From an optimization exercise on the open Yosys and OpenROAD flow, aimed at small area; shortcuts taken in it are not production practice. In this exercise RTL edits were held to simulation tests only and were not proved equivalent to the original. No run shown here takes its clock network from TritonCTS; it comes from the design's own scripts or RTL. No driver is modelled on the clock port, so clock power and skew are understated where the tree is cut down; a real chip needs a root buffer or a tree. Power is estimated from default activity; no workload was simulated.

<file path="flow/flow/run.sh">
#!/bin/bash
set -euo pipefail
W=$PWD
F=$W/flow
cat > "$W/area_synth.tcl" <<EOT
proc abc {args} {
  set i [lsearch -exact \$args -script]
  if {\$i >= 0} { lset args [expr {\$i + 1}] $F/abc_area.script }
  yosys abc {*}\$args
}
source $W/synth_recipe.tcl
EOT
export MANUAL_CTS_NET=sys_clk MANUAL_CTS_N=2 MANUAL_CTS_BUF=sky130_fd_sc_hd__clkbuf_16
bash "$W/standard.sh" synth "SYNTH_SCRIPT=$W/area_synth.tcl" > "$W/synth.log" 2>&1
bash "$W/standard.sh" finish "SYNTH_SCRIPT=$W/area_synth.tcl" "PRE_CTS_TCL=$F/manual_cts.tcl" "BUFFER_PORTS_ARGS=-buffer_cell sky130_fd_sc_hd__buf_1" > "$W/layout.log" 2>&1
</file>
<file path="flow/config.mk">
export PLATFORM = sky130hd
export DESIGN_NAME = ROM
export DESIGN_NICKNAME = ROM
export VERILOG_FILES = /design/flow/design.v
export SDC_FILE = /design/flow/constraint.sdc
export NUM_CORES = 4
export LEC_CHECK = 0
export CAP_MARGIN = 0
export CORE_MARGIN = 2
export CORE_UTILIZATION = 70
export GPL_TIMING_DRIVEN = 0
export SLEW_MARGIN = 0
</file>
<file path="flow/constraint.sdc">
create_clock -name core_clock -period 5.0 [get_ports {sys_clk}]
set_input_delay 1.0000 -clock core_clock [delete_from_list [all_inputs] [get_ports {sys_clk}]]
set_output_delay 1.0000 -clock core_clock [all_outputs]
set_load 0.01 [all_outputs]
</file>
<file path="flow/flow/abc_area.script">
strash
dch
map -a
mfs2 -W 5
strash
dch -f
map -a
mfs2 -W 6
strash
balance
rewrite
refactor
balance
rewrite
rewrite -z
balance
refactor -z
rewrite -z
balance
dch
map -a
mfs2 -W 5
strash
dch -f
map -a
mfs2 -W 5
strash
balance
rewrite
refactor
balance
rewrite
rewrite -z
balance
refactor -z
rewrite -z
balance
dch
map -a
mfs2 -W 4
strash
balance
rewrite
refactor
balance
rewrite
rewrite -z
balance
refactor -z
rewrite -z
balance
dch
map -a
mfs2 -W 4
strash
balance
rewrite -z
refactor -z
rewrite -z
balance
dch -f
map -a
mfs2 -W 4 -M 5000
strash
balance
rewrite
refactor
balance
rewrite
rewrite -z
balance
refactor -z
rewrite -z
balance
dch
map -a
topo
dnsize
</file>
<file path="flow/flow/manual_cts.tcl">
# Clock tree made here instead of by TritonCTS (run as cts.tcl's PRE_CTS_TCL
# hook): the clock pins are split into MANUAL_CTS_N groups by position
# (k-means), and one clock buffer (MANUAL_CTS_BUF) at the centre of each group
# drives that group's clock pins. The clock port drives only these buffers,
# so every register gets the clock through exactly one buffer.
set block [ord::get_db_block]
set db [ord::get_db]
set clk [$block findNet $::env(MANUAL_CTS_NET)]
set master [$db findMaster $::env(MANUAL_CTS_BUF)]
set k $::env(MANUAL_CTS_N)
set sinks [$clk getITerms]
set xs {}
set ys {}
foreach it $sinks {
  set b [[$it getInst] getBBox]
  lappend xs [expr {([$b xMin] + [$b xMax]) / 2.0}]
  lappend ys [expr {([$b yMin] + [$b yMax]) / 2.0}]
}
set n [llength $sinks]
# initial centres: sinks spread along the sorted x order
set order [lsort -real -indices $xs]
set cx {}
set cy {}
for {set c 0} {$c < $k} {incr c} {
  set i [lindex $order [expr {int(($c + 0.5) * $n / $k)}]]
  lappend cx [lindex $xs $i]
  lappend cy [lindex $ys $i]
}
for {set iter 0} {$iter < 50} {incr iter} {
  set asg {}
  for {set i 0} {$i < $n} {incr i} {
    set best 0
    set bd 1e30
    for {set c 0} {$c < $k} {incr c} {
      set d [expr {abs([lindex $xs $i] - [lindex $cx $c]) + abs([lindex $ys $i] - [lindex $cy $c])}]
      if {$d < $bd} { set bd $d; set best $c }
    }
    lappend asg $best
  }
  for {set c 0} {$c < $k} {incr c} {
    set sx 0.0; set sy 0.0; set m 0
    for {set i 0} {$i < $n} {incr i} {
      if {[lindex $asg $i] == $c} {
        set sx [expr {$sx + [lindex $xs $i]}]; set sy [expr {$sy + [lindex $ys $i]}]; incr m
      }
    }
    if {$m > 0} { lset cx $c [expr {$sx / $m}]; lset cy $c [expr {$sy / $m}] }
  }
}
for {set c 0} {$c < $k} {incr c} {
  set buf [odb::dbInst_create $block $master clkbuf_manual_$c]
  set net [odb::dbNet_create $block clknet_manual_$c]
  $net setSigType CLOCK
  [$buf findITerm A] connect $clk
  [$buf findITerm X] connect $net
  set m 0
  for {set i 0} {$i < $n} {incr i} {
    if {[lindex $asg $i] == $c} {
      set it [lindex $sinks $i]
      $it disconnect
      $it connect $net
      incr m
    }
  }
  $buf setLocation [expr {int([lindex $cx $c])}] [expr {int([lindex $cy $c])}]
  $buf setPlacementStatus PLACED
  puts "manual clock tree: buffer $c ([$master getName]) drives $m clock pins"
}
proc clock_tree_synthesis {args} { puts "clock_tree_synthesis skipped: clock tree made by manual_cts.tcl" }
set_propagated_clock [all_clocks]
</file>
<file path="flow/design.v">
module key_filter (
    input wire sys_clk,
    input wire sys_rst_n,
    input wire key_in,
    output wire key_hit
);
    localparam [6:0] POL = 7'b1010101;
    localparam [15:0] FB = 16'd12241;
    reg [6:0] t;
    wire [6:0] s = t ^ POL;
    wire clr = key_in | ~sys_rst_n;
    wire fb = FB[{s[6], s[4], s[2], s[0]}];
    wire [6:0] sn = clr ? 7'd0 : {s[5:0], fb};
    always @(posedge sys_clk) t <= sn ^ POL;
    assign key_hit = ((s[6] & s[5] & s[4] & ~s[3] & s[2] & s[1] & s[0]));
endmodule
module rom_ctrl (
    input wire sys_clk,
    input wire sys_rst_n,
    input wire key1_hit,
    input wire key2_hit,
    output reg [1:0] hun,
    output reg [3:0] ten,
    output reg [3:0] unit
);
    localparam [10:0] POL = 11'b01010101010;
    reg addr_flag1;
    reg addr_flag2;
    reg [10:0] t;
    wire [10:0] s = t ^ POL;
    wire rst = ~sys_rst_n;
    wire wrap = ((~s[10] & s[9] & ~s[8] & s[7] & s[6] & s[5] & ~s[4] & s[3] & ~s[2] & ~s[1] & s[0]));
    wire [9:0] a = {hun, ten, unit};
    wire at255 = ((a[9] & a[6] & ~a[4] & a[2] & ~a[0]));
    wire u9 = ((unit[3] & unit[2]));
    wire t9 = ((ten[3] & ten[2]));
    wire hold = wrap || addr_flag1 || addr_flag2;
    wire [10:0] sn = rst ? 11'd0 : hold ? 11'h400 : {s[9:0], ~(s[10] ^ s[8])};
    always @(posedge sys_clk) t <= sn ^ POL;
    always @(posedge sys_clk) begin
        if (rst) addr_flag1 <= 1'b0;
        else if (key2_hit) addr_flag1 <= 1'b0;
        else if (key1_hit) addr_flag1 <= ~addr_flag1;
    end
    always @(posedge sys_clk) begin
        if (rst) addr_flag2 <= 1'b0;
        else if (key1_hit) addr_flag2 <= 1'b0;
        else if (key2_hit) addr_flag2 <= ~addr_flag2;
    end
    always @(posedge sys_clk) begin
        if (rst || (wrap && at255)) begin
            hun <= 2'b00; ten <= 4'd0; unit <= 4'd0;
        end else if (addr_flag1) begin
            hun <= 2'b00; ten <= 4'd13; unit <= 4'd13;
        end else if (addr_flag2) begin
            hun <= 2'b01; ten <= 4'd13; unit <= 4'd13;
        end else if (wrap) begin
            unit <= u9 ? 4'd0 : {unit[2:0], ~(unit[3] ^ unit[0])};
            if (u9) begin
                ten <= t9 ? 4'd0 : {ten[2:0], ~(ten[3] ^ ten[0])};
                if (t9) hun <= {hun[0], 1'b1};
            end
        end
    end
endmodule
module seg_595_dynamic (
    input wire sys_clk,
    input wire sys_rst_n,
    input wire [1:0] hun,
    input wire [3:0] ten,
    input wire [3:0] unit,
    output wire stcp,
    output wire shcp,
    output wire ds,
    output wire oe
);
    reg [2:0] cnt_8;
    reg [2:0] c7;
    reg [4:0] c25;
    reg [3:0] c11;
    reg [2:0] jsel;
    reg [3:0] nxt;
    reg [3:0] cur;
    wire rst = ~sys_rst_n;
    wire q0 = (cnt_8[1:0] == 2'd0);
    wire tick4 = (cnt_8[1:0] == 2'd3);
    wire tick8 = (cnt_8 == 3'd7);
    wire c25_0 = ((~c25[3] & ~c25[2] & ~c25[1] & ~c25[0]));
    wire c25_24 = ((c25[4] & ~c25[3] & ~c25[1] & ~c25[0]));
    wire c11_10 = ((~c11[2] & c11[1] & ~c11[0]));
    wire c7_0 = ((~c7[2] & ~c7[1] & ~c7[0]));
    wire c7_6 = ((c7[2] & ~c7[1] & ~c7[0]));
    wire slot = (cnt_8 == 3'd3) && c25_0;
    wire first = (jsel == 3'd6);
    wire grab = (cnt_8[1:0] == 2'd2) && c11_10 && ((~c25[4] & c25[1]) | (~c25[3] & c25[0]) | (c25[3] & c25[2] & c25[1]));
    assign oe = rst;
    assign shcp = cnt_8[1] && !(first && cnt_8[2]);
    assign stcp = (cnt_8 == 3'd7) && c7_6 && !first;
    always @(posedge sys_clk or negedge sys_rst_n) begin
        if (!sys_rst_n) cnt_8 <= 3'd7;
        else cnt_8 <= cnt_8 + 1'b1;
    end
    always @(posedge sys_clk or negedge sys_rst_n) begin
        if (!sys_rst_n) c7 <= 3'd4;
        else if (tick8) c7 <= {c7[1:0], ~(c7[2] ^ c7[1])};
    end
    always @(posedge sys_clk) begin
        if (!sys_rst_n) c25 <= 5'd20;
        else if (tick8) c25 <= c25_24 ? 5'd0 : {c25[3:0], ~(c25[4] ^ c25[2])};
    end
    always @(posedge sys_clk) begin
        if (!sys_rst_n) c11 <= 4'd2;
        else if (tick4) c11 <= c11_10 ? 4'd0 : {c11[2:0], ~(c11[3] ^ c11[2])};
    end
    reg [2:0] jnext;
    always @(*) begin
        case (jsel)
            3'd4: jnext = 3'd0;
            3'd0: jnext = 3'd5;
            3'd5: jnext = 3'd1;
            3'd1: jnext = 3'd7;
            3'd7: jnext = 3'd3;
            3'd3: jnext = 3'd4;
            3'd2: jnext = 3'd4;
            3'd6: jnext = 3'd2;
        endcase
    end
    always @(posedge sys_clk or negedge sys_rst_n) begin
        if (!sys_rst_n) jsel <= 3'd6;
        else if (slot) jsel <= jnext;
    end
    wire hun_nz = hun[0];
    wire ten_nz = ~((~ten[2] & ~ten[1] & ~ten[0]));
    wire [3:0] dig = (jnext == 3'd4) ? unit :
                     (jnext == 3'd0) ? ((hun_nz || ten_nz) ? ten : 4'd15) :
                     (jnext == 3'd5) ? (hun_nz ? (hun[1] ? 4'd2 : 4'd1) : 4'd15) : 4'd15;
    always @(posedge sys_clk) begin
        if (grab) nxt <= dig;
    end
    always @(posedge sys_clk) begin
        if (slot) cur <= first ? 4'd0 : nxt;
    end
    wire [6:0] seg;
    assign seg[0] = ((cur[3] & cur[1]) | (~cur[3] & ~cur[2] & ~cur[1] & cur[0]));
    assign seg[1] = ((cur[3] & ~cur[2] & ~cur[1]) | (cur[3] & cur[2] & cur[1]) | (cur[2] & ~cur[1] & ~cur[0]));
    assign seg[2] = ((cur[3] & cur[2] & cur[1]) | (~cur[3] & ~cur[2] & cur[1] & ~cur[0]));
    assign seg[3] = ((cur[3] & cur[1]) | (~cur[3] & ~cur[2] & cur[0]));
    assign seg[4] = ((cur[2] & ~cur[1]) | (cur[3] & cur[1]) | (~cur[3] & cur[0]));
    assign seg[5] = ((~cur[3] & cur[0]) | (cur[1] & cur[0]) | (~cur[3] & ~cur[2] & cur[1]));
    assign seg[6] = ((cur[1] & cur[0]) | (~cur[3] & ~cur[2] & ~cur[1]));
    wire [5:0] sel = {jsel == 3'd3, jsel == 3'd7, jsel == 3'd1, jsel == 3'd5, jsel == 3'd0, jsel == 3'd4};
    wire [13:0] data = {seg[0], seg[1], seg[2], seg[3], seg[4], seg[5], seg[6],
                        1'b1, sel};
    reg bit_out;
    always @(*) begin
        case ({c7, cnt_8[2]})
            {3'd0, 1'b0}: bit_out = data[0];
            {3'd0, 1'b1}: bit_out = data[1];
            {3'd1, 1'b0}: bit_out = data[2];
            {3'd1, 1'b1}: bit_out = data[3];
            {3'd3, 1'b0}: bit_out = data[4];
            {3'd3, 1'b1}: bit_out = data[5];
            {3'd6, 1'b0}: bit_out = data[6];
            {3'd6, 1'b1}: bit_out = data[7];
            {3'd5, 1'b0}: bit_out = data[8];
            {3'd5, 1'b1}: bit_out = data[9];
            {3'd2, 1'b0}: bit_out = data[10];
            {3'd2, 1'b1}: bit_out = data[11];
            {3'd4, 1'b0}: bit_out = data[12];
            {3'd4, 1'b1}: bit_out = data[13];
            default: bit_out = 1'b0;
        endcase
    end
    assign ds = bit_out && !first;
endmodule
module ROM (
    input wire sys_clk,
    input wire sys_rst_n,
    input wire [1:0] key,
    output wire stcp,
    output wire shcp,
    output wire ds,
    output wire oe
);
    wire key1_hit, key2_hit;
    wire [1:0] a_hun;
    wire [3:0] a_ten, a_unit;
    key_filter key1_filter_inst(.sys_clk(sys_clk), .sys_rst_n(sys_rst_n),
        .key_in(key[0]), .key_hit(key1_hit));
    key_filter key2_filter_inst(.sys_clk(sys_clk), .sys_rst_n(sys_rst_n),
        .key_in(key[1]), .key_hit(key2_hit));
    rom_ctrl rom_ctrl_inst(.sys_clk(sys_clk), .sys_rst_n(sys_rst_n),
        .key1_hit(key1_hit), .key2_hit(key2_hit),
        .hun(a_hun), .ten(a_ten), .unit(a_unit));
    seg_595_dynamic seg_595_dynamic_inst(.sys_clk(sys_clk), .sys_rst_n(sys_rst_n),
        .hun(a_hun), .ten(a_ten), .unit(a_unit),
        .stcp(stcp), .shcp(shcp), .ds(ds), .oe(oe));
endmodule
</file>
<file path="flow/standard.sh">
#!/bin/bash
# synth_recipe.tcl (not shown) runs the flow's synth.tcl, then flattens the netlist and writes it again
# the make line also repeats each setting of config.mk as NAME=value (left out here)
make -C /OpenROAD-flow-scripts/flow DESIGN_CONFIG=/design/flow/config.mk WORK_HOME=/design/flow/orfs CLKGATE_MAP_FILE= SYNTH_SCRIPT=/design/flow/synth_recipe.tcl "${@:-finish}"
</file>
==> summary.md, run 1 <==
| Metric | Value |
|---|---|
| Run status | `finished clean` |
| Ys async rst share | `between 10 and 15%` |
| Post-CTS Setup Bufs | `0` |
| Worst EP required | `4.00 ns` |
| Area after DPL | `approximately 2600 sq um` |
| Post-synthesis area per instance | `8.73 sq um` |
| Met3 usage | `around 1.1%` |
| Crit-path slowest cell | `buf_1` |
| Worst r2r dst | `rom_ctrl_inst.hun[1]$_SDFFE_PP0P_` |
| First DRT Iteration DRCs | `between 70 and 80` |
| Crit path largest cell delay | `0.65 ns` |
| Largest net degree at the start of global routing | `39` |
| Drt first pass iters | `4` |
| Die H | `64.3 um` |
| CP Depth | `3` |
| Total GRT Usage | `a little under a quarter` |
| Drt drc | `0` |
| Pleak | `0.000932 uW` |
| CP Launch Point | `sys_rst_n` |
| Die area | `roughly 4100 sq um` |
| Wire per inst | `between 10 and 15 um` |
| GRT Residual Overflow | `0` |
| NetSw | `139 uW` |
| Slew Viols, Final | `0` |
| Met1 usage | `between 20% and 30%` |
| Synth Flop Type | `dfxtp_1` |
| Die W | `roughly 64 um` |
| Post-DP HPWL | `3.23 mm` |
| I/O Buffers | `7` |
| Top cell by count, worst path | `buf_1` |
| Nets@finish | `~310` |
| Max-slew headroom | `approximately 17%` |
| MaxCap Viol Count | `0` |
| Fraction of layout cells with a size suffix above 1 | `4.00%` |
| Synth top area share | `a little over a third` |
| Synthesis-stage register bit count | `63` |
| Warnings, synthesis | `3` |
| Initial Utilization | `74.4%` |
| Critical Path Sink Type | `primary output` |
| Fillers | `roughly 240` |
| Setup Crit Path Kind | `in2out` |
| Total internal power | `~600 uW` |
| Min cycle time layout | `3.39 ns` |
| Sequential Power Share | `70.9%` |
| Antenna cells | `0` |
| DR vias/cell | `between 5 and 6` |
| Maximum vdd drop | `about 0.33 mV` |
| CP delay by family, top | `buffers and inverters` |
| Busiest grt layer | `met2` |
| M2 GR Usage | `a little under half` |
| # IOs | `8` |
| Mapped cell area | `approximately 2500 sq um` |
| Final setup TNS | `0 ns` |
| Crit path buf inv count | `3` |
| Clock Latency Late Sink | `between 0.15 and 0.2 ns` |
| Drt total wl | `4.43 mm` |
| WP data arrival | `approximately 2.4 ns` |
| Yosys cell types | `26` |
| Clock transition at path regs | `0.12 ns` |
| RSZ-0062 raised after global routing | `false` |
| Pwr/cell area | `approximately 280 nW/um^2` |
| Synthesized net count | `between 300 and 400` |
| Post-cts sizing count | `0` |
| Synthesized instance count | `between 200 and 300` |
| Area Growth Syn to Fin | `5.27%` |
| Worst slew pin tran | `1.23 ns` |
| CP startpoint kind | `primary input` |
| Number of global-route vias before repair | `roughly 1,900` |
| # hold bufs at CTS | `0` |
| Cell area after layout | `between 2000 and 3000 sq um` |
| Post-synth EDFFs | `8` |
| Gpl congestion | `around 0.81` |
| First-pass GRT wire length | `8.03 mm` |
| Sw Ratio | `18.8%` |
| Power share of the clock group | `25.6%` |
| Core area | `3420 sq um` |
| Critical path fanouts, max | `19` |
| Layout Skew | `between 0.02 and 0.025 ns` |
| R2R Setup Slk | `around 2.2 ns` |
| Count of final hold-check violations | `0` |
| Setup crit end | `oe` |
| Standard-cell rows | `21` |
| Fin crit share | `67.7%` |
| Vias | `~2,000` |
| Count of final setup violators | `0` |
| Logic pwr share | `between 3 and 4%` |
| Register area share after synthesis | `54.8%` |
| Initial antenna violation count | `0` |
| CP cell instances | `buf_1, clkinv_1, buf_1` |
| R2R depth | `8` |
| Synth top area cells | `dfxtp_1, edfxtp_1, dfstp_2` |
| Final Total Pwr | `743 uW` |
| Worst hold path class | `reg2reg` |
| Routed Antenna Nets | `0` |
| Achievable Freq | `a little under 300 MHz` |
| Most area-hungry cell type in the Yosys netlist | `dfxtp_1` |
| R2r startpoint | `rom_ctrl_inst.t[10]$_SDFF_PN0_` |
## routing by layer
layer,up-vias,wire (um)
li1,1026,-
met1,919,1990
met2,32,2290
met3,5,109
met4,0,44
met5,-,0
## worst min-delay path by stage
stage | slack, ns | to | cells past startpoint | start
final | 0.40 | key2_filter_inst.t[4]$_DFF_P_ | 1 | key2_filter_inst.t[3]$_SDFF_PP0_
after global routing | 0.41 | key2_filter_inst.t[6]$_DFF_P_ | 1 | key2_filter_inst.t[5]$_SDFF_PP0_
after CTS | 0.40 | key1_filter_inst.t[6]$_DFF_P_ | 1 | key1_filter_inst.t[5]$_SDFF_PP0_
after detailed placement | 0.37 | key1_filter_inst.t[6]$_DFF_P_ | 1 | key1_filter_inst.t[5]$_SDFF_PP0_
after global placement | 0.37 | key2_filter_inst.t[4]$_DFF_P_ | 1 | key2_filter_inst.t[3]$_SDFF_PP0_
after floorplan | 0.37 | key1_filter_inst.t[4]$_DFF_P_ | 1 | key1_filter_inst.t[3]$_SDFF_PP0_
## flip-flops by register name, summed over array words and instances (netlist names), 5 cells and up
name	flops
key1_filter_inst.t	7
key2_filter_inst.t	7
rom_ctrl_inst.t	11
seg_595_dynamic_inst.c25	5
## synthesized netlist by cell type, drive strengths merged, types with 3 or more instances
cell,instances
dfxtp,46
nor4,3
ha,8
or2,3
nor2,38
o31ai,3
a211oi,4
o211ai,5
a21oi,26
nor3,12
clkinv,39
a31oi,4
dfstp,6
o21ai,21
nand3,7
nand2,40
a22oi,6
edfxtp,8
dfrtp,3
## power by group through the flow
stage,clock [uW],combinational (uW),sequential (uW)
floorplan,0,18.4,536
detailed placement,0,26.3,537
CTS,194,26.3,526
finish,190,25.9,527
global placement,0,25.6,537
global route,208,30.6,528
## kinds of logic (layout without fill, tap and decap cells)
kind of cell | after synthesis | count (layout) | synth area share [%]
flops | 63 | 63 | 54.8
buf+inv | 39 | 48 | 5.76
compound gates | 76 | 76 | 18.0
simple gates | 103 | 103 | 16.7
xor+xnor | 2 | 2 | 0.689
fa+ha+maj | 8 | 8 | 3.94
## metrics by stage
stage	hold WS (ns)	cells	setup slack [ns]	utilization, %
floorplan	0.365	291	2.19	-
global placement	0.370	344	1.60	76.8
detailed placement	0.372	344	1.57	76.8
CTS	0.401	346	1.59	78.3
global route	0.412	346	1.40	78.3
finish	0.402	346	1.61	78.3
## layout by cell type, fill, tap and decap left out
cell	Yosys	layout
dfstp_2	6	6
xor2_1	1	1
clkinv_1	39	39
ha_1	8	8
a21oi_1	26	26
a211oi_1	4	4
nand3_1	7	7
o211ai_1	5	5
edfxtp_1	8	8
a311oi_1	2	2
a22oi_1	6	6
dfrtp_1	3	3
o21ai_0	21	21
a21boi_0	1	1
dfxtp_1	46	46
o31ai_1	3	3
nand2_1	40	40
o221a_2	1	1
xnor2_1	1	1
clkbuf_16	0	2
nor2_1	38	38
nor4_1	3	3
o41ai_1	1	1
or2_2	3	3
buf_1	0	7
a31oi_1	4	4
nor3_1	12	12
a221oi_1	2	2
## area by class of cell
type / instances / area [sq um] / area share (%)
Sequential cell: 63 / 1390 / 52.1
Multi-Input combinational cell: 189 / 1000 / 37.4
Inverter: 39 / 146 / 5.47
Tap cell: 46 / 57.6 / 2.15
Buffer: 2 / 50.0 / 1.87
Timing Repair Buffer: 7 / 26.3 / 0.982
==> run 2, diff against run 1 <==
--- a/flow/config.mk
+++ b/flow/config.mk
@@ -7,3 +7,3 @@
 export LEC_CHECK = 0
-export CAP_MARGIN = 0
+export CAP_MARGIN = 5
 export CORE_MARGIN = 2
@@ -11,2 +11,2 @@
 export GPL_TIMING_DRIVEN = 0
-export SLEW_MARGIN = 0
+export SLEW_MARGIN = 5
==> run 2 against run 1 <==
Fmax about the same; setup slack worse by 0.0030 ns; first-iteration DRC count down 9.1%; critical endpoint unchanged; clock power about the same; register-to-register slack better by 0.42 ns; still clean; critical path type unchanged; synthesized cell count unchanged.
==> summary.md, run 2 <==
| Metric | Value |
|---|---|
| Run status | `finished clean` |
| Synthesized instance count | `just under 300` |
| Busiest grt layer | `met2` |
| Commonest non-fill, non-tap cell in the layout | `dfxtp_1` |
| Clock Latency Late Sink | `0.18 ns` |
| WP data arrival | `about 2.4 ns` |
| Yosys cell types | `26` |
| Fillers | `~230` |
| Min cycle time layout | `3.39 ns` |
| Max FFs per register | `11` |
| Synthesized net count | `about 300` |
| Number of global-route vias before repair | `between 1,500 and 2,000` |
| Vias | `1,981` |
| Initial antenna violation count | `0` |
| DP Worst Slack | `about 1.6 ns` |
| Fin crit share | `67.8%` |
| GRT Residual Overflow | `0` |
| # hold bufs at CTS | `0` |
| Synth Flop Type | `dfxtp_1` |
| Synth top area share | `a little over a third` |
| Post-cts sizing count | `0` |
| Commonest cells after routing, fill and taps aside | `dfxtp_1, nand2_1, clkinv_1` |
| Register area share after synthesis | `54.8%` |
| Sequential Area | `between 1000 and 1500 sq um` |
| Count of final hold-check violations | `0` |
| Worst hold path class | `reg2reg` |
| Setup Crit Path Kind | `in2out` |
| Die area | `about 4100 sq um` |
| Top cell by count, worst path | `buf_1` |
| Post-synthesis area per instance | `8.73 sq um` |
| Post-DP HPWL | `3.23 mm` |
| Met3 usage | `roughly 1.1%` |
| Worst slew pin tran | `between 0.8 and 0.9 ns` |
| MaxCap Viol Count | `0` |
| Post-CTS Setup Bufs | `0` |
| R2R Setup Slk | `between 2 and 3 ns` |
| Core area | `between 3000 and 4000 sq um` |
| M2 GR Usage | `45.8%` |
| Top cells by count, synth | `dfxtp_1, nand2_1, clkinv_1` |
| Drt drc | `0` |
| Synth top area cells | `dfxtp_1, edfxtp_1, dfstp_2` |
| First DRT Iteration DRCs | `70` |
| Worst EP required | `approximately 4 ns` |
| Synthesis-stage register bit count | `63` |
| Total internal power | `around 600 uW` |
| Crit path largest cell delay | `between 0.6 and 0.7 ns` |
| Achievable Freq | `295 MHz` |
| Sw Ratio | `18.8%` |
| Area Growth Syn to Fin | `5.56%` |
| Final setup TNS | `0 ns` |
| Top-count cell post-synth | `dfxtp_1` |
| Pwr/cell area | `~280 nW/um^2` |
| Layout Skew | `about 0.021 ns` |
| Maximum vdd drop | `approximately 0.33 mV` |
| Slew Viols, Final | `0` |
| Sequential Power Share | `between 70% and 80%` |
| Most area-hungry cell type in the Yosys netlist | `dfxtp_1` |
| Initial Utilization | `roughly three quarters` |
| Gpl congestion | `0.809` |
| Met1 usage | `slightly below 30%` |
| Total GRT Usage | `a little under a quarter` |
| Drt first pass iters | `4` |
| Clock transition at path regs | `~0.12 ns` |
| CP cell instances | `buf_1, clkinv_1, buf_1` |
| Wire per inst | `about 13 um` |
| Biggest register | `rom_ctrl_inst.t` |
| First-pass GRT wire length | `~8.0 mm` |
| NetSw | `about 140 uW` |
| Drt total wl | `roughly 4.5 mm` |
| Die H | `64.3 um` |
| Mapped cell area | `~2500 sq um` |
| Pleak | `approximately 0.00094 uW` |
| Setup WS post-layout | `approximately 1.6 ns` |
| Routed Antenna Nets | `0` |
| Post-synth EDFFs | `8` |
| Hold_ws | `0.401 ns` |
| Max-slew headroom | `roughly two fifths` |
| Nets@finish | `314` |
| Antenna cells | `0` |
| I/O Buffers | `7` |
| Count of final setup violators | `0` |
| DR vias/cell | `between 5 and 6` |
| Logic pwr share | `between 3 and 4%` |
| CP startpoint kind | `primary input` |
| Die W | `approximately 64 um` |
| Fraction of layout cells with a size suffix above 1 | `under 10%` |
| Critical path fanouts, max | `19` |
| Standard-cell rows | `21` |
| Critical Path Sink Type | `primary output` |
| RSZ-0062 raised after global routing | `false` |
| # IOs | `8` |
| Biggest regs | `rom_ctrl_inst.t x11, key1_filter_inst.t x7, key2_filter_inst.t x7` |
| Crit-path slowest cell | `buf_1` |
| Area of the multi-input gates | `just over 1000 sq um` |
| Ys async rst share | `about 14%` |
| Power share of the clock group | `approximately 26%` |
| Warnings, synthesis | `3` |
| Largest net degree at the start of global routing | `39` |
[run 2: power groups by stage]
| stage | clock, uW | combinational (uW) | sequential (uW) |
|---|---|---|---|
| floorplan | 0 | 18.4 | 536 |
| global placement | 0 | 25.6 | 537 |
| detailed placement | 0 | 26.3 | 537 |
| CTS | 194 | 26.3 | 526 |
| global route | 208 | 30.9 | 528 |
| finish | 190 | 26.1 | 527 |
[run 2: final timing paths]
kind                                                           to  cells past startpoint                        startpoint
max                                                            oe                      3                         sys_rst_n
min                                 key2_filter_inst.t[4]$_DFF_P_                      1  key2_filter_inst.t[3]$_SDFF_PP0_
max reg2reg                     rom_ctrl_inst.hun[1]$_SDFFE_PP0P_                      8    rom_ctrl_inst.t[10]$_SDFF_PN0_
min reg2reg                         key2_filter_inst.t[4]$_DFF_P_                      1  key2_filter_inst.t[3]$_SDFF_PP0_
max in group asynchronous  seg_595_dynamic_inst.c7[0]$_DFFE_PN0N_                      1                         sys_rst_n
min in group asynchronous  seg_595_dynamic_inst.c7[1]$_DFFE_PN0N_                      1                         sys_rst_n
[run 2: logic make-up after synthesis]
group | count (synthesis) | share of synthesized area (%)
AO/OA/AOI/OAI | 76 | 18.0
XOR/XNOR | 2 | 0.689
adder cells (fa/ha/maj) | 8 | 3.94
buffers and inverters | 39 | 5.76
flip-flops | 63 | 54.8
AND/OR/NAND/NOR | 103 | 16.7
[run 2: cell type report]
class	count	share of cell area, %
Sequential cell	63	52.0
Tap cell	46	2.15
Multi-Input combinational cell	189	37.6
Inverter	39	5.46
Buffer	2	1.87
Timing Repair Buffer	7	0.979
[run 2: metal layers]
metal | wire [um] | part of all wire [%] | vias to the layer above
li1 | - | - | 1031
met3 | 124 | 2.8 | 2
met4 | 24 | 0.54 | 0
met1 | 2000 | 45 | 920
met2 | 2310 | 52 | 28
met5 | 0 | 0 | -
[run 2: critical path: cells and delay by family]
kind	cells	cell delay [ns]
buf+inv	3	1.39
[run 2: stage by stage]
step	cells	instance area [sq um]	util, %	total power, uW
4_1_cts	346	2680	78.3	747
6_report	346	2680	78.5	743
2_1_floorplan	291	2540	-	554
3_5_place_dp	344	2630	76.8	564
5_1_grt	346	2680	78.5	767
3_3_place_gp	344	2630	76.8	563
==> run 3, diff against run 2 <==
--- a/flow/config.mk
+++ b/flow/config.mk
@@ -7,3 +7,3 @@
 export LEC_CHECK = 0
-export CAP_MARGIN = 5
+export CAP_MARGIN = 0
 export CORE_MARGIN = 2
@@ -11,2 +11,2 @@
 export GPL_TIMING_DRIVEN = 0
-export SLEW_MARGIN = 5
+export SLEW_MARGIN = 0
==> run 3 against run 2 <==
Fmax is essentially flat; area after synthesis is the same; still clean on timing, DRC and antenna; synthesized cell count is the same; register-to-register slack lost 0.42 ns; die area is the same; cell area shrank 0.28%; setup slack gained 0.0030 ns; total power is essentially flat; sequential power is essentially flat.
==> summary.md, run 3 <==
| Metric | Value |
|---|---|
| Run status | `finished clean` |
| Post-CTS Setup Bufs | `0` |
| Core area | `3420 sq um` |
| Critical path fanouts, max | `19` |
| Worst EP required | `approximately 4.0 ns` |
| Commonest non-fill, non-tap cell in the layout | `dfxtp_1` |
| Top cell by count, worst path | `buf_1` |
| Fin crit share | `around 68%` |
| Top cells by count, synth | `dfxtp_1, nand2_1, clkinv_1` |
| Number of global-route vias before repair | `roughly 1,900` |
| Area Growth Syn to Fin | `5.27%` |
| CP startpoint kind | `primary input` |
| Hold_ws | `between 0.4 and 0.5 ns` |
| Routed Antenna Nets | `0` |
| Initial antenna violation count | `0` |
| First-pass GRT wire length | `between 8 and 9 mm` |
| Wire per inst | `between 10 and 15 um` |
| WP data arrival | `2.39 ns` |
| Most area-hungry cell type in the Yosys netlist | `dfxtp_1` |
| Initial Utilization | `74.4%` |
| Antenna cells | `0` |
| Worst r2r dst | `rom_ctrl_inst.hun[1]$_SDFFE_PP0P_` |
| Max FFs per register | `11` |
| Achievable Freq | `slightly below 300 MHz` |
| Post-synth EDFFs | `8` |
| Clock Latency Late Sink | `roughly 0.18 ns` |
| MaxCap Viol Count | `0` |
| Synth top area cells | `dfxtp_1, edfxtp_1, dfstp_2` |
| Die H | `64.3 um` |
| Worst hold path class | `reg2reg` |
| Mapped cell area | `about 2500 sq um` |
| I/O Buffers | `7` |
| Warnings, synthesis | `3` |
| # hold bufs at CTS | `0` |
| Post-synthesis area per instance | `8.73 sq um` |
| Min cycle time layout | `around 3.4 ns` |
| Drt drc | `0` |
| Post-cts sizing count | `0` |
| Pleak | `around 0.00093 uW` |
| Slew Viols, Final | `0` |
| Synth top area share | `between 30% and 40%` |
| Total placed cells including tap cells | `344` |
| Drt total wl | `4.43 mm` |
| Layout Skew | `approximately 0.021 ns` |
| Ys async rst share | `between 10% and 20%` |
| CP cell instances | `buf_1, clkinv_1, buf_1` |
| # IOs | `8` |
| RSZ-0062 raised after global routing | `false` |
| R2R depth | `8` |
| Commonest cells after routing, fill and taps aside | `dfxtp_1, nand2_1, clkinv_1` |
| DP Worst Slack | `around 1.6 ns` |
| Final setup TNS | `0 ns` |
| Synthesized net count | `just over 300` |
| Min-delay src | `key2_filter_inst.t[3]$_SDFF_PP0_` |
| First DRT Iteration DRCs | `77` |
| Max-slew headroom | `approximately 17%` |
| R2R Setup Slk | `around 2.2 ns` |
| CP delay by family, top | `buffers and inverters` |
| Biggest register | `rom_ctrl_inst.t` |
| Top-count cell post-synth | `dfxtp_1` |
| DR vias/cell | `between 5 and 6` |
| Maximum vdd drop | `roughly 0.33 mV` |
| Pwr/cell area | `between 200 and 300 nW/um^2` |
| Synth Flop Type | `dfxtp_1` |
| Vias | `around 2,000` |
| Setup WS post-layout | `between 1.5 and 2 ns` |
| Drt first pass iters | `4` |
| GRT Residual Overflow | `0` |
| Die area | `between 4000 and 5000 sq um` |
| Count of final setup violators | `0` |
| Register area share after synthesis | `between 50% and 60%` |
| Clock transition at path regs | `~0.12 ns` |
| Biggest regs | `rom_ctrl_inst.t x11, key1_filter_inst.t x7, key2_filter_inst.t x7` |
| Worst slew pin tran | `approximately 1.2 ns` |
| Count of final hold-check violations | `0` |
| Crit path largest cell delay | `between 0.6 and 0.7 ns` |
| Synthesized instance count | `~290` |
| Total GRT Usage | `23.5%` |
| R2r startpoint | `rom_ctrl_inst.t[10]$_SDFF_PN0_` |
| Crit-path slowest cell | `buf_1` |
| Largest net degree at the start of global routing | `39` |
| Die W | `around 64 um` |
| Yosys cell types | `26` |
| Final Non-Filler Cells | `between 300 and 400` |
| Standard-cell rows | `21` |
| Synthesis-stage register bit count | `63` |
| Post-DP HPWL | `3.23 mm` |
| Hold Crit Depth | `1` |
| Setup Crit Path Kind | `in2out` |
| Gpl congestion | `0.809` |
| WHS Endpoint | `key2_filter_inst.t[4]$_DFF_P_` |
| Fraction of layout cells with a size suffix above 1 | `under 10%` |
| Critical Path Sink Type | `primary output` |
| Nets@finish | `between 300 and 400` |
| Crit path buf inv count | `3` |
[run 3: cell counts after synthesis]
No cell type changed its count.
[run 3: area by class of cell]
class                           instances  area (sq um)
Multi-Input combinational cell        189          1000
Timing Repair Buffer                    7          26.3
Fill cell                             238           741
Inverter                               39           146
Buffer                                  2          50.0
Tap cell                               46          57.6
Sequential cell                        63          1390
[run 3: worst max path at each step]
stage	from	to	depth (start not counted)
after detailed placement	sys_rst_n	rom_ctrl_inst.t[0]$_SDFF_PP0_	5
after global placement	sys_rst_n	oe	3
after floorplan	seg_595_dynamic_inst.cnt_8[1]$_DFF_PN1_	stcp	4
after CTS	sys_rst_n	oe	3
after global routing	sys_rst_n	rom_ctrl_inst.t[0]$_SDFF_PP0_	5
final	sys_rst_n	oe	3
[run 3: logic make-up after synthesis]
logic type | synth area share [%]
AO/OA/AOI/OAI | 18.0
XOR/XNOR | 0.689
adder cells (fa/ha/maj) | 3.94
buffers and inverters | 5.76
flip-flops | 54.8
AND/OR/NAND/NOR | 16.7
[run 3: through the flow]
step / util, % / area (sq um) / total power (uW)
after floorplan: - / 2540 / 554
after global placement: 76.8 / 2630 / 563
after detailed placement: 76.8 / 2630 / 564
after CTS: 78.3 / 2680 / 747
after global routing: 78.3 / 2680 / 766
final: 78.3 / 2680 / 743
[run 3: power by group]
part           leakage, uW  total, uW  internal [uW]  switching (uW)
Clock            0.0000246        190           74.3             116
Combinational     0.000357       25.9           8.89            17.0
Sequential        0.000550        527            520            6.32
Total             0.000932        743            603             139
[run 3: layer usage]
metal	vias up	routed length, um	track usage [%]
li1	1026	-	-
met1	919	1990	29.8
met2	32	2290	45.8
met3	5	109	1.06
met4	0	44	1.60
met5	-	0	0
==> run 4, diff against run 3 <==
--- a/flow/flow/run.sh
+++ b/flow/flow/run.sh
@@ -12,3 +12,3 @@
 EOT
-export MANUAL_CTS_NET=sys_clk MANUAL_CTS_N=2 MANUAL_CTS_BUF=sky130_fd_sc_hd__clkbuf_16
+export MANUAL_CTS_NET=sys_clk MANUAL_CTS_N=2 MANUAL_CTS_BUF=sky130_fd_sc_hd__buf_12
 bash "$W/standard.sh" synth "SYNTH_SCRIPT=$W/area_synth.tcl" > "$W/synth.log" 2>&1
==> run 4 against run 3 <==
Register-to-register slack about the same; area after synthesis unchanged; hold slack about the same; global-route usage down 0.57 points; critical path type unchanged; largest power group unchanged.
==> summary.md, run 4 <==
| Metric | Value |
|---|---|
| Run status | `finished clean` |
| R2R depth | `8` |
| I/O Buffers | `7` |
| Top cells by count, synth | `dfxtp_1, nand2_1, clkinv_1` |
| Main combinational cell family by area after synthesis | `compound AO/OA/AOI/OAI gates` |
| Post-CTS Setup Bufs | `0` |
| Pwr/cell area | `between 200 and 300 nW/um^2` |
| Final setup TNS | `0 ns` |
| Die H | `roughly 64 um` |
| Setup Crit Path Kind | `in2out` |
| Register area share after synthesis | `54.8%` |
| Achievable Freq | `295 MHz` |
| Drt total wl | `between 4 and 5 mm` |
| Routed Antenna Nets | `0` |
| Critical path fanouts, max | `19` |
| Adder-cell share of the synthesized area | `3.94%` |
| Worst EP required | `about 4.0 ns` |
| Commonest cells after routing, fill and taps aside | `dfxtp_1, nand2_1, clkinv_1` |
| Setup crit end | `oe` |
| Synth Area in Simple Gates | `between 10% and 20%` |
| Synth Area in Compound Gates | `between 10% and 20%` |
| Yosys cell types | `26` |
| Fillers | `around 240` |
| RSZ-0062 raised after global routing | `false` |
| Critical Path Sink Type | `primary output` |
| Worst r2r dst | `rom_ctrl_inst.hun[1]$_SDFFE_PP0P_` |
| Synth top area share | `36.2%` |
| Mapped cell area | `2540 sq um` |
| Fin crit share | `about two thirds` |
| GRT Residual Overflow | `0` |
| R2R Setup Slk | `2.23 ns` |
| Min cycle time layout | `3.39 ns` |
| Core area | `3420 sq um` |
| Nets@finish | `between 300 and 400` |
| Post-DP HPWL | `around 3.2 mm` |
| R2r startpoint | `rom_ctrl_inst.t[10]$_SDFF_PN0_` |
| CP startpoint kind | `primary input` |
| Worst slew pin tran | `1.23 ns` |
| # IOs | `8` |
| Max-slew headroom | `between 15 and 20%` |
| Clock Latency Late Sink | `0.15 ns` |
| Synth Flop Type | `dfxtp_1` |
| Slew Viols, Final | `0` |
| Commonest non-fill, non-tap cell in the layout | `dfxtp_1` |
| Antenna cells | `0` |
| Post-synth EDFFs | `8` |
| Top-count cell post-synth | `dfxtp_1` |
| Gpl congestion | `slightly above 0.8` |
| Biggest register | `rom_ctrl_inst.t` |
| Initial Utilization | `between 70% and 80%` |
| First DRT Iteration DRCs | `74` |
| Wire per inst | `between 10 and 15 um` |
| Count of final hold-check violations | `0` |
| Area Growth Syn to Fin | `4.87%` |
| Drt first pass iters | `4` |
| CP Launch Point | `sys_rst_n` |
| WP data arrival | `between 2 and 2.5 ns` |
| Max FFs per register | `11` |
| Vias | `1,944` |
| Standard-cell rows | `21` |
| Post-Synth XOR/XNOR Area | `less than 1%` |
| Total GRT Usage | `22.9%` |
| Most area-hungry cell type in the Yosys netlist | `dfxtp_1` |
| Drt drc | `0` |
| Maximum vdd drop | `between 0.3 and 0.4 mV` |
| Synthesis-stage register bit count | `between 60 and 70` |
| Layout Skew | `between 0.02 and 0.025 ns` |
| Synth top area cells | `dfxtp_1, edfxtp_1, dfstp_2` |
| Post-synthesis area per instance | `8.73 sq um` |
| First-pass GRT wire length | `a little under 8 mm` |
| Fraction of layout cells with a size suffix above 1 | `4.00%` |
| Post-cts sizing count | `0` |
| Warnings, synthesis | `3` |
| Clock transition at path regs | `approximately 0.12 ns` |
| DP Worst Slack | `about 1.6 ns` |
| Setup WS post-layout | `between 1.5 and 2 ns` |
| Synthesized instance count | `just under 300` |
| Largest net degree at the start of global routing | `39` |
| Synthesized net count | `slightly above 300` |
| # hold bufs at CTS | `0` |
| DR vias/cell | `approximately 5.6` |
| Worst hold path class | `reg2reg` |
| Count of final setup violators | `0` |
| Biggest regs | `rom_ctrl_inst.t x11, key1_filter_inst.t x7, key2_filter_inst.t x7` |
| Pleak | `between 0.0009 and 0.001 uW` |
| Die area | `approximately 4100 sq um` |
| Ys async rst share | `between 10% and 20%` |
| Number of global-route vias before repair | `1,899` |
| Post-synthesis mux area share | `0%` |
| MaxCap Viol Count | `0` |
| Die W | `~64 um` |
| Initial antenna violation count | `0` |
[run 4: cell counts after synthesis]
Identical to the previous run, type by type.
[run 4: worst max-delay path, cell delays in order]
cell,delay (ns)
buf_1,0.66
clkinv_1,0.50
buf_1,0.23
[run 4: through the flow]
stage	total power (uW)	instance area, sq um	util [%]	cells	hold WS [ns]
detailed placement	564	2630	76.8	344	0.372
floorplan	554	2540	-	291	0.365
CTS	739	2670	78.0	346	0.403
global route	757	2670	78.0	346	0.413
finish	733	2670	78.0	346	0.401
global placement	563	2630	76.8	344	0.370
[run 4: cell type report]
cell class                      count  area [sq um]  area share [%]
Buffer                              2          40.0            1.50
Inverter                           39           146            5.49
Multi-Input combinational cell    189          1000            37.6
Sequential cell                    63          1390            52.3
Tap cell                           46          57.6            2.16
Timing Repair Buffer                7          26.3           0.986
[run 4: logic make-up (layout without fill, tap and decap cells)]
logic type,count (synthesis),count (layout)
simple gates,103,103
compound gates,76,76
flops,63,63
buf+inv,39,48
fa+ha+maj,8,8
xor+xnor,2,2
[run 4: power by group]
part	switching, uW	total, uW	internal (uW)	leakage (uW)
registers	6.28	526	520	0.000550
clock network	115	180	65.4	0.0000188
logic	17.0	25.9	8.90	0.000357
total	138	733	594	0.000926
[run 4: metal layers]
layer,vias up,part of all wire (%),GRT usage [%],routed length [um]
li1,1029,-,-,-
met1,894,47,29.1,2030
met2,19,50,44.9,2160
met3,2,1.7,1.06,75
met4,0,0.56,1.06,24
met5,-,0,0,0
[run 4: worst min path at each step]
stage | start | endpoint | slack (ns) | cells past startpoint
3_5_place_dp | key1_filter_inst.t[5]$_SDFF_PP0_ | key1_filter_inst.t[6]$_DFF_P_ | 0.37 | 1
3_3_place_gp | key2_filter_inst.t[3]$_SDFF_PP0_ | key2_filter_inst.t[4]$_DFF_P_ | 0.37 | 1
6_report | key1_filter_inst.t[5]$_SDFF_PP0_ | key1_filter_inst.t[6]$_DFF_P_ | 0.40 | 1
5_1_grt | key2_filter_inst.t[5]$_SDFF_PP0_ | key2_filter_inst.t[6]$_DFF_P_ | 0.41 | 1
4_1_cts | key1_filter_inst.t[5]$_SDFF_PP0_ | key1_filter_inst.t[6]$_DFF_P_ | 0.40 | 1
2_1_floorplan | key1_filter_inst.t[3]$_SDFF_PP0_ | key1_filter_inst.t[4]$_DFF_P_ | 0.37 | 1
==> run 5, diff against run 4 <==
--- a/flow/flow/run.sh
+++ b/flow/flow/run.sh
@@ -12,3 +12,3 @@
 EOT
-export MANUAL_CTS_NET=sys_clk MANUAL_CTS_N=2 MANUAL_CTS_BUF=sky130_fd_sc_hd__buf_12
+export MANUAL_CTS_NET=sys_clk MANUAL_CTS_N=3 MANUAL_CTS_BUF=sky130_fd_sc_hd__buf_8
 bash "$W/standard.sh" synth "SYNTH_SCRIPT=$W/area_synth.tcl" > "$W/synth.log" 2>&1
==> run 5 against run 4 <==
Final cell count grew 0.58%; clock skew grew 0.0059 ns; highest routed layer unchanged; setup slack is essentially flat; die area is the same; wire length grew 0.65%; clock power grew 2%; sequential share of layout area shrank 0.20 points.
==> summary.md, run 5 <==
| Metric | Value |
|---|---|
| Biggest register | `rom_ctrl_inst.t` |
| Clock transition at path regs | `about 0.12 ns` |
| Worst hold path class | `reg2reg` |
| Hold Crit Depth | `1` |
| Crit-path slowest cell | `buf_1` |
| Setup crit end | `oe` |
| Antenna cells | `0` |
| Sequential Area | `roughly 1400 sq um` |
| First-pass GRT wire length | `7.95 mm` |
| Total GRT Usage | `a little under a quarter` |
| Post-synthesis area per instance | `around 8.7 sq um` |
| Synth Flop Type | `dfxtp_1` |
| Warnings, synthesis | `3` |
| Post-CTS Setup Bufs | `0` |
| CP cell instances | `buf_1, clkinv_1, buf_1` |
| R2R depth | `9` |
| Max-slew headroom | `about two fifths` |
| Run status | `finished clean` |
| R2r startpoint | `rom_ctrl_inst.t[10]$_SDFF_PN0_` |
| Setup WS post-layout | `approximately 1.6 ns` |
| Setup Crit Path Kind | `in2out` |
| Nets@finish | `between 300 and 400` |
| WP data arrival | `2.39 ns` |
| Synthesis-stage register bit count | `63` |
| Number of global-route vias before repair | `between 1,500 and 2,000` |
| Post-DP HPWL | `approximately 3.2 mm` |
| GRT Residual Overflow | `0` |
| Commonest non-fill, non-tap cell in the layout | `dfxtp_1` |
| CP Launch Point | `sys_rst_n` |
| Initial Utilization | `roughly three quarters` |
| Synthesized net count | `303` |
| DP Worst Slack | `~1.6 ns` |
| Mapped cell area | `2540 sq um` |
| Top cells by count, synth | `dfxtp_1, nand2_1, clkinv_1` |
| Top-count cell post-synth | `dfxtp_1` |
| Fraction of layout cells with a size suffix above 1 | `4.64%` |
| Die W | `roughly 64 um` |
| Vias | `1,970` |
| Min cycle time layout | `around 3.4 ns` |
| Standard-cell rows | `21` |
| Worst r2r dst | `rom_ctrl_inst.hun[1]$_SDFFE_PP0P_` |
| Crit path largest cell delay | `between 0.6 and 0.7 ns` |
| Synth top area share | `between 30 and 40%` |
| Commonest cells after routing, fill and taps aside | `dfxtp_1, nand2_1, clkinv_1` |
| DR vias/cell | `around 5.7` |
| MaxCap Viol Count | `0` |
| Final setup TNS | `0 ns` |
| Post-cts sizing count | `0` |
| Worst slew pin tran | `0.903 ns` |
| Max FFs per register | `11` |
| Die H | `around 64 um` |
| CP startpoint kind | `primary input` |
| Drt first pass iters | `4` |
| Critical path fanouts, max | `19` |
| Wire per inst | `approximately 12 um` |
| # IOs | `8` |
| Routed Antenna Nets | `0` |
| Die area | `~4100 sq um` |
| RSZ-0062 raised after global routing | `false` |
| Slew Viols, Final | `0` |
| Count of final hold-check violations | `0` |
| Initial antenna violation count | `0` |
| Pleak | `0.000934 uW` |
| Maximum vdd drop | `0.299 mV` |
| Synth top area cells | `dfxtp_1, edfxtp_1, dfstp_2` |
| R2R Setup Slk | `roughly 2.5 ns` |
| # hold bufs at CTS | `0` |
| Layout Skew | `0.0270 ns` |
| Critical Path Sink Type | `primary output` |
| Top cell by count, worst path | `buf_1` |
| Area of the multi-input gates | `1000 sq um` |
| Largest net degree at the start of global routing | `28` |
| Worst EP required | `approximately 4.0 ns` |
| Register area share after synthesis | `between 50% and 60%` |
| Drt drc | `0` |
| Pwr/cell area | `between 200 and 300 nW/um^2` |
| Clock Latency Late Sink | `approximately 0.15 ns` |
| I/O Buffers | `7` |
| Count of final setup violators | `0` |
| Most area-hungry cell type in the Yosys netlist | `dfxtp_1` |
| Biggest regs | `rom_ctrl_inst.t x11, key1_filter_inst.t x7, key2_filter_inst.t x7` |
| Fillers | `between 200 and 250` |
| Achievable Freq | `around 300 MHz` |
| Core area | `between 3000 and 4000 sq um` |
| Ys async rst share | `between 10% and 20%` |
| Area Growth Syn to Fin | `5.27%` |
| Gpl congestion | `0.809` |
| Fin crit share | `roughly two thirds` |
| Post-synth EDFFs | `8` |
| First DRT Iteration DRCs | `52` |
| Drt total wl | `4.33 mm` |
| Synthesized instance count | `around 290` |
| Yosys cell types | `26` |
run 5: cell counts after synthesis:
Identical to the previous run, type by type.
run 5: cell families (layout without fill, tap and decap cells):
logic type | after synthesis | count (layout) | synth area share [%]
AND/OR/NAND/NOR | 103 | 103 | 16.7
AO/OA/AOI/OAI | 76 | 76 | 18.0
flip-flops | 63 | 63 | 54.8
buffers and inverters | 39 | 50 | 5.76
adder cells (fa/ha/maj) | 8 | 8 | 3.94
XOR/XNOR | 2 | 2 | 0.689
run 5: per-layer routing:
| metal | share of wire [%] | up-vias | track usage [%] |
|---|---|---|---|
| li1 | - | 1033 | - |
| met1 | 46 | 906 | 29.5 |
| met2 | 51 | 29 | 44.9 |
| met3 | 2.5 | 2 | 1.41 |
| met4 | 0.79 | 0 | 1.60 |
| met5 | 0 | - | 0 |
run 5: area by class of cell:
cell class	count	share of cell area, %
Buffer	3	1.68
Sequential cell	63	52.1
Timing Repair Buffer	8	1.17
Tap cell	46	2.15
Inverter	39	5.47
Multi-Input combinational cell	189	37.4
run 5: worst min path at each step:
| stage | from | to |
|---|---|---|
| after floorplan | key1_filter_inst.t[3]$_SDFF_PP0_ | key1_filter_inst.t[4]$_DFF_P_ |
| after global placement | key2_filter_inst.t[3]$_SDFF_PP0_ | key2_filter_inst.t[4]$_DFF_P_ |
| after detailed placement | key1_filter_inst.t[5]$_SDFF_PP0_ | key1_filter_inst.t[6]$_DFF_P_ |
| after CTS | rom_ctrl_inst.t[6]$_SDFF_PP0_ | rom_ctrl_inst.t[7]$_DFF_P_ |
| after global routing | rom_ctrl_inst.t[6]$_SDFF_PP0_ | rom_ctrl_inst.t[7]$_DFF_P_ |
| final | rom_ctrl_inst.t[6]$_SDFF_PP0_ | rom_ctrl_inst.t[7]$_DFF_P_ |
run 5: critical path: cells and delay by family:
| family | cells | cell delay [ns] |
|---|---|---|
| buf+inv | 3 | 1.38 |
run 5: report_power, final:
group / switching (uW) / internal, uW
logic: 17.3 / 9.16
clock network: 115 / 68.9
registers: 6.23 / 520
run 5: per-stage QoR:
| step | power [uW] | hold WS, ns | instance area (sq um) | util [%] | std cells |
|---|---|---|---|---|---|
| CTS | 740 | 0.383 | 2670 | 78.2 | 347 |
| floorplan | 554 | 0.365 | 2540 | - | 291 |
| global route | 764 | 0.400 | 2680 | 78.3 | 348 |
| finish | 737 | 0.378 | 2680 | 78.3 | 348 |
| global placement | 563 | 0.370 | 2630 | 76.8 | 344 |
| detailed placement | 564 | 0.372 | 2630 | 76.8 | 344 |

port drivers added, routing unchanged:
The flow's constraints put no driver on any port. The routed layouts listed below were extracted and timed again, unchanged, in two steps.
Step 1 (the two cells are an assumption about what drives the block):
set clk [get_ports {sys_clk}]
set_driving_cell -lib_cell sky130_fd_sc_hd__clkbuf_16 $clk
set_driving_cell -lib_cell sky130_fd_sc_hd__buf_2 [delete_from_list [all_inputs] $clk]
Step 2 moves the port delays by t, midway between the first and last clock arrival at a register: inputs arrive t later, outputs are due t later. That takes back most of the time a late clock gives input paths.
Three values: ideal ports, drivers, drivers and shift; two values: the first two.
| run | t (ns) | setup WS [ns] | worst slew at a driven data input, ns | cell pins on the clock port's net |
|---|---|---|---|---|
| run 1 | 0.210 | 1.614 / 1.588 / 1.588 | 0.03 | 2 |
| run 2 | 0.210 | 1.611 / 1.585 / 1.585 | 0.03 | 2 |
| run 3 | 0.210 | 1.614 / 1.588 / 1.588 | 0.03 | 2 |
| run 4 | 0.189 | 1.612 / 1.585 / 1.585 | 0.03 | 2 |
| run 5 | 0.191 | 1.612 / 1.585 / 1.585 | 0.03 | 3 |
After both steps setup and hold are still met in every run listed.
